Source: an optimization exercise on an open RTL-to-GDS flow (aim: small area and a short achievable clock period). Production flows keep margins and buffers that such runs may drop. Only simulation tests tie the RTL to the original design; equivalence was not proved. Power is estimated from default activity; no workload was simulated.

Design core, start of the top module:
module core (
  input  logic        clk_i,
  input  logic        rst_ni,
  output logic        instr_req_o,
  input  logic        instr_gnt_i,
  input  logic        instr_rvalid_i,
  output logic [31:0] instr_addr_o,
  input  logic [31:0] instr_rdata_i,
  output logic        data_req_o,
  input  logic        data_gnt_i,
  input  logic        data_rvalid_i,
  output logic        data_we_o,
  output logic [3:0]  data_be_o,
  output logic [31:0] data_addr_o,
  output logic [31:0] data_wdata_o,
  input  logic [31:0] data_rdata_i,
  input  logic [31:0] irq_i,
  output logic        irq_ack_o,
  output logic [4:0]  irq_id_o,
  input  logic        fetch_enable_i,
  input  logic [31:0] boot_addr_i
);
  assign instr_req_o = 1'b1;
  assign data_req_o  = 1'b1;
  assign data_be_o   = 4'hF;
  assign irq_ack_o   = 1'b0;
  assign irq_id_o    = 5'b0;
  logic [31:0] alu_res;      
  logic [31:0] pc_q;         
  logic [31:0] id_pc_q;      
  logic [31:0] id_instr_q;   
  logic [6:0]  id_cls_q;     
  logic [31:1] id_rs1_oh_q;  
  logic [31:1] id_rs2_oh_q;
  logic [31:0] ex_op_a_q, ex_op_b_q;
  logic [31:0] ex_x_q;       
  logic [4:0]  ex_dest_q;
  logic        ex_reg_we_q, ex_load_q, ex_mem_we_q, ex_beq_q, ex_bne_q;
  logic        ex_add_q, ex_sub_q, ex_xor_q, ex_and_q, ex_or_q, ex_sll_q, ex_srl_q;
  logic        ex_hold_a_q, ex_hold_b_q;
  logic [3:0]  ex_sh0_q, ex_sh1_q;    
  logic [1:0]  ex_sh2_q;              
  logic        stall_q;                            
  logic [31:0] mem_alu_q, mem_x_q;
  logic [4:0]  mem_dest_q;
  logic        mem_reg_we_q, mem_load_q, mem_we_q;
  logic        taken_q;                            
  logic [31:0] wb_val_q;
  logic [4:0]  wb_dest_q;
  logic        wb_we_q;
  logic [31:1] rf_valid_q;
  logic [31:0] rf_q [32];
  logic [31:0] rf_wsel;      
  ...
export LEC_CHECK = 0
export CAP_MARGIN = 20
export CORE_MARGIN = 2
export CORE_UTILIZATION = 50
export CTS_CLUSTER_DIAMETER = 70
export CTS_CLUSTER_SIZE = 27
export SETUP_SLACK_MARGIN = 4.8
export SLEW_MARGIN = 20
export TNS_END_PERCENT = 100
create_clock -name core_clock -period 8.0 [get_ports {clk_i}]
standard.sh (not shown) runs the stock make flow with config.mk's settings and CLKGATE_MAP_FILE= SYNTH_SCRIPT=/design/flow/synth_recipe.tcl, a recipe that flattens the netlist after the stock synthesis.
==> flow/flow/run.sh <==
#!/bin/bash
# The standard layout (the standard.sh, unchanged synthesis, floorplan, power grid,
# placement, CTS and routing), with one change: the buffers that buffer_ports puts on every
# input and output port are sky130_fd_sc_hd__buf_2 instead of the default choice.
set -euo pipefail
bash standard.sh 'BUFFER_PORTS_ARGS=-buffer_cell sky130_fd_sc_hd__buf_2' finish > standard.log 2>&1
The first run went through all stages and came out clean.
Rerun with:
--- a/flow/design.v
+++ b/flow/design.v
@@ -205,27 +205,26 @@
   assign data_be_o   = 4'hF;
   assign irq_ack_o   = 1'b0;
   assign irq_id_o    = 5'b0;
   logic [31:0] alu_res;      
   logic [31:0] pc_q;         
   logic [31:0] id_pc_q;      
   logic [31:0] id_instr_q;   
   logic [6:0]  id_cls_q;     
-  logic [31:1] id_rs1_oh_q;  
-  logic [31:1] id_rs2_oh_q;
   logic [31:0] ex_op_a_q, ex_op_b_q;
   logic [31:0] ex_x_q;       
   logic [4:0]  ex_dest_q;
   logic        ex_reg_we_q, ex_load_q, ex_mem_we_q, ex_beq_q, ex_bne_q;
   logic        ex_add_q, ex_sub_q, ex_xor_q, ex_and_q, ex_or_q, ex_sll_q, ex_srl_q;
   logic        ex_hold_a_q, ex_hold_b_q;
   logic [3:0]  ex_sh0_q, ex_sh1_q;    
   logic [1:0]  ex_sh2_q;              
   logic        stall_q;                            
+  logic        stall_id;                           
   logic [31:0] mem_alu_q, mem_x_q;
   logic [4:0]  mem_dest_q;
   logic        mem_reg_we_q, mem_load_q, mem_we_q;
   logic        taken_q;                            
   logic [31:0] wb_val_q;
   logic [4:0]  wb_dest_q;
   logic        wb_we_q;
   logic [31:1] rf_valid_q;
@@ -243,19 +242,36 @@
     for (gi = 1; gi < 32; gi++) begin : g_rf
       logic [31:0] r;
       always_ff @(posedge clk_i) begin
         if (rf_wsel[gi]) r <= wb_val_q;
       end
       assign rf_q[gi] = r;
     end
   endgenerate
+  logic [31:1] rf_valid_d;
+  assign rf_valid_d = rf_valid_q | rf_wsel[31:1];
   always_ff @(posedge clk_i or negedge rst_ni) begin
     if (~rst_ni) rf_valid_q <= '0;
-    else         rf_valid_q <= rf_valid_q | rf_wsel[31:1];
+    else         rf_valid_q <= rf_valid_d;
+  end
+  logic [31:1] rd_sel1_q, rd_sel2_q;
+  logic [4:0]  nx_rs1, nx_rs2;
+  assign nx_rs1 = stall_id ? id_instr_q[19:15] : instr_rdata_i[19:15];
+  assign nx_rs2 = stall_id ? id_instr_q[24:20] : instr_rdata_i[24:20];
+  always_ff @(posedge clk_i or negedge rst_ni) begin
+    if (~rst_ni) begin
+      rd_sel1_q <= '0;
+      rd_sel2_q <= '0;
+    end else begin
+      for (int i = 1; i < 32; i++) begin
+        rd_sel1_q[i] <= (nx_rs1 == i) && rf_valid_d[i];
+        rd_sel2_q[i] <= (nx_rs2 == i) && rf_valid_d[i];
+      end
+    end
   end
   logic [31:0] I;
   logic [2:0]  f3;
   logic [4:0]  rs1, rs2, rd;
   assign I   = id_instr_q;
   assign f3  = I[14:12];
   assign rs1 = I[19:15];
   assign rs2 = I[24:20];
@@ -294,18 +310,18 @@
       d_add = 1'b1;
     end
   end
   logic [31:0] rf_a, rf_b;
   always_comb begin
     rf_a = 32'b0;
     rf_b = 32'b0;
     for (int i = 1; i < 32; i++) begin
-      if (id_rs1_oh_q[i] && rf_valid_q[i]) rf_a = rf_a | rf_q[i];
-      if (id_rs2_oh_q[i] && rf_valid_q[i]) rf_b = rf_b | rf_q[i];
+      if (rd_sel1_q[i]) rf_a = rf_a | rf_q[i];
+      if (rd_sel2_q[i]) rf_b = rf_b | rf_q[i];
     end
     if (wb_we_q && wb_dest_q == rs1) rf_a = wb_val_q;
     if (wb_we_q && wb_dest_q == rs2) rf_b = wb_val_q;
   end
   logic ex_hit1, ex_hit2, mem_hit1, mem_hit2;
   assign ex_hit1  = (rs1 == ex_dest_q)  && ex_reg_we_q  && (ex_dest_q  != 5'd0);
   assign ex_hit2  = (rs2 == ex_dest_q)  && ex_reg_we_q  && (ex_dest_q  != 5'd0);
   assign mem_hit1 = (rs1 == mem_dest_q) && mem_reg_we_q && (mem_dest_q != 5'd0);
@@ -313,17 +329,16 @@
   logic [31:0] jal_off, jalr_off, br_off, br_tgt, jal_tgt, jalr_m_tgt, jalr_r_tgt;
   assign jal_off    = {{13{I[31]}}, I[19:12], I[20], I[30:21]};
   assign jalr_off   = {{20{I[31]}}, I[31:20]};
   assign br_off     = {{21{I[31]}}, I[7], I[30:25], I[11:8]};
   assign br_tgt     = id_pc_q + br_off;
   assign jal_tgt    = id_pc_q + jal_off;
   assign jalr_m_tgt = mem_alu_q + jalr_off;
   assign jalr_r_tgt = {27'b0, rs1} + jalr_off;
-  logic stall_id;
   assign stall_id = (ex_hit1 && is_jalr) || stall_q;
   logic [31:0] pc_d;
   logic [6:0]  if_opc;
   logic [6:0]  if_cls;
   assign if_opc = instr_rdata_i[6:0];
   assign if_cls = {if_opc == 7'h6F, if_opc == 7'h67, if_opc == 7'h63, if_opc == 7'h03,
                    if_opc == 7'h23, if_opc == 7'h13, if_opc == 7'h33};
   always_comb begin
@@ -340,20 +355,16 @@
       pc_q     <= pc_d;
       id_cls_q <= if_cls;
     end
   end
   always_ff @(posedge clk_i) begin
     if (!stall_id) begin
       id_pc_q          <= pc_q;
       id_instr_q       <= instr_rdata_i;
-      for (int i = 1; i < 32; i++) begin
-        id_rs1_oh_q[i] <= (instr_rdata_i[19:15] == i);
-        id_rs2_oh_q[i] <= (instr_rdata_i[24:20] == i);
-      end
     end
   end
   assign instr_addr_o = pc_q;
   logic ld_ex;       
   assign ld_ex = ex_load_q;
   logic stall_next, fm_a, fw_a, fm_b, fw_b;
   assign stall_next = (ex_hit1 || ex_hit2) && ld_ex;
   assign fm_a = ex_hit1 && a_reg && !stall_next;
What happened: The new run produced a clean layout; die area drops slightly; design area is about the same; fmax climbs slightly; final cell count hardly moves; total power drops slightly; wire length drops slightly; core utilization climbs by 0.24 points; worst hold slack gets worse by 0.0072 ns; non-clock buffer count climbs by 48; global-route usage drops by 0.42 points.

* * *

Another version of the RTL of core (not shown whole).
Size in the first run: roughly 240 I/O pins.
export LEC_CHECK = 0
export CAP_MARGIN = 20
export CORE_MARGIN = 2
export CORE_UTILIZATION = 55
export CTS_CLUSTER_DIAMETER = 70
export CTS_CLUSTER_SIZE = 27
export SETUP_SLACK_MARGIN = 4.8
export SLEW_MARGIN = 20
export TNS_END_PERCENT = 100
create_clock -name core_clock -period 8.0 [get_ports {clk_i}]
Scripts as last shown in full above: flow/flow/run.sh
Rerun with:
--- a/flow/design.v
+++ b/flow/design.v
@@ -245,35 +245,43 @@
         if (rf_wsel[gi]) r <= wb_val_q;
       end
       assign rf_q[gi] = r;
     end
   endgenerate
   logic [31:1] rf_valid_d;
   assign rf_valid_d = rf_valid_q | rf_wsel[31:1];
   always_ff @(posedge clk_i or negedge rst_ni) begin
     if (~rst_ni) rf_valid_q <= '0;
     else         rf_valid_q <= rf_valid_d;
   end
   logic [31:1] rd_sel1_q, rd_sel2_q;
+  logic        rd_byp1_q, rd_byp2_q;    
+  logic        byp1_d, byp2_d;
   logic [4:0]  nx_rs1, nx_rs2;
   assign nx_rs1 = stall_id ? id_instr_q[19:15] : instr_rdata_i[19:15];
   assign nx_rs2 = stall_id ? id_instr_q[24:20] : instr_rdata_i[24:20];
+  assign byp1_d = mem_reg_we_q && (mem_dest_q == nx_rs1);
+  assign byp2_d = mem_reg_we_q && (mem_dest_q == nx_rs2);
   always_ff @(posedge clk_i or negedge rst_ni) begin
     if (~rst_ni) begin
       rd_sel1_q <= '0;
       rd_sel2_q <= '0;
+      rd_byp1_q <= 1'b0;
+      rd_byp2_q <= 1'b0;
     end else begin
+      rd_byp1_q <= byp1_d;
+      rd_byp2_q <= byp2_d;
       for (int i = 1; i < 32; i++) begin
-        rd_sel1_q[i] <= (nx_rs1 == i) && rf_valid_d[i];
-        rd_sel2_q[i] <= (nx_rs2 == i) && rf_valid_d[i];
+        rd_sel1_q[i] <= (nx_rs1 == i) && rf_valid_d[i] && !byp1_d;
+        rd_sel2_q[i] <= (nx_rs2 == i) && rf_valid_d[i] && !byp2_d;
       end
     end
   end
   logic [31:0] I;
   logic [2:0]  f3;
   logic [4:0]  rs1, rs2, rd;
   assign I   = id_instr_q;
   assign f3  = I[14:12];
   assign rs1 = I[19:15];
   assign rs2 = I[24:20];
   assign rd  = I[11:7];
   logic is_jal, is_jalr, is_br, is_ld, is_st, is_opi, is_op;
@@ -309,26 +317,26 @@
     end else begin
       d_add = 1'b1;
     end
   end
   logic [31:0] rf_a, rf_b;
   always_comb begin
     rf_a = 32'b0;
     rf_b = 32'b0;
     for (int i = 1; i < 32; i++) begin
       if (rd_sel1_q[i]) rf_a = rf_a | rf_q[i];
       if (rd_sel2_q[i]) rf_b = rf_b | rf_q[i];
     end
-    if (wb_we_q && wb_dest_q == rs1) rf_a = wb_val_q;
-    if (wb_we_q && wb_dest_q == rs2) rf_b = wb_val_q;
+    if (rd_byp1_q) rf_a = rf_a | wb_val_q;
+    if (rd_byp2_q) rf_b = rf_b | wb_val_q;
   end
   logic ex_hit1, ex_hit2, mem_hit1, mem_hit2;
   assign ex_hit1  = (rs1 == ex_dest_q)  && ex_reg_we_q  && (ex_dest_q  != 5'd0);
   assign ex_hit2  = (rs2 == ex_dest_q)  && ex_reg_we_q  && (ex_dest_q  != 5'd0);
   assign mem_hit1 = (rs1 == mem_dest_q) && mem_reg_we_q && (mem_dest_q != 5'd0);
   assign mem_hit2 = (rs2 == mem_dest_q) && mem_reg_we_q && (mem_dest_q != 5'd0);
   logic [31:0] jal_off, jalr_off, br_off, br_tgt, jal_tgt, jalr_m_tgt, jalr_r_tgt;
   assign jal_off    = {{13{I[31]}}, I[19:12], I[20], I[30:21]};
   assign jalr_off   = {{20{I[31]}}, I[31:20]};
   assign br_off     = {{21{I[31]}}, I[7], I[30:25], I[11:8]};
   assign br_tgt     = id_pc_q + br_off;
   assign jal_tgt    = id_pc_q + jal_off;
Sequential share of layout area came out higher by 0.48 points.
Synthesized cell count falls slightly.
First-iteration DRC count is lower slightly.
Power hardly moves.
Via count drops by a few percent.
Hold slack is worse by 8.6 ps.

static timing again, ports no longer ideal:
The flow's constraints put no driver on any port. The routed layouts listed below were extracted and timed again, unchanged, in two steps.
Step 1: set_driving_cell puts a clkbuf_16 on clk_i and a buf_2 on each other input, an assumption about the parent block.
Step 2 adds t to the input delays and takes it off the output delays; t is the mean of the earliest and latest rising clock arrival at the registers after step 1. Input paths then give back, and output paths get back, about the clock's delay inside the block.
Slacks: ideal / step 1 / step 2; pairs: ideal / step 1.
| run | t (ns) | setup WS [ns] | slew at the worst register clock pin (ns) | pins driven straight from the clock port |
|---|---|---|---|---|
| the first run of note 1 | 0.838 | 4.268 / 4.268 / 4.253 | 0.11 / 0.11 | 1 |
| the second run of note 1 | 0.848 | 4.308 / 4.308 / 4.308 | 0.11 / 0.11 | 1 |
| the first run of note 2 | 0.845 | 4.416 / 4.416 / 4.276 | 0.11 / 0.11 | 1 |
| the second run of note 2 | 0.849 | 4.431 / 4.431 / 4.431 | 0.11 / 0.11 | 1 |
After both steps every run listed still meets setup and hold. For the first run of note 2, which loses most, drivers alone change the setup slack by 0.000 ns; drivers and shift together by -0.140 ns.
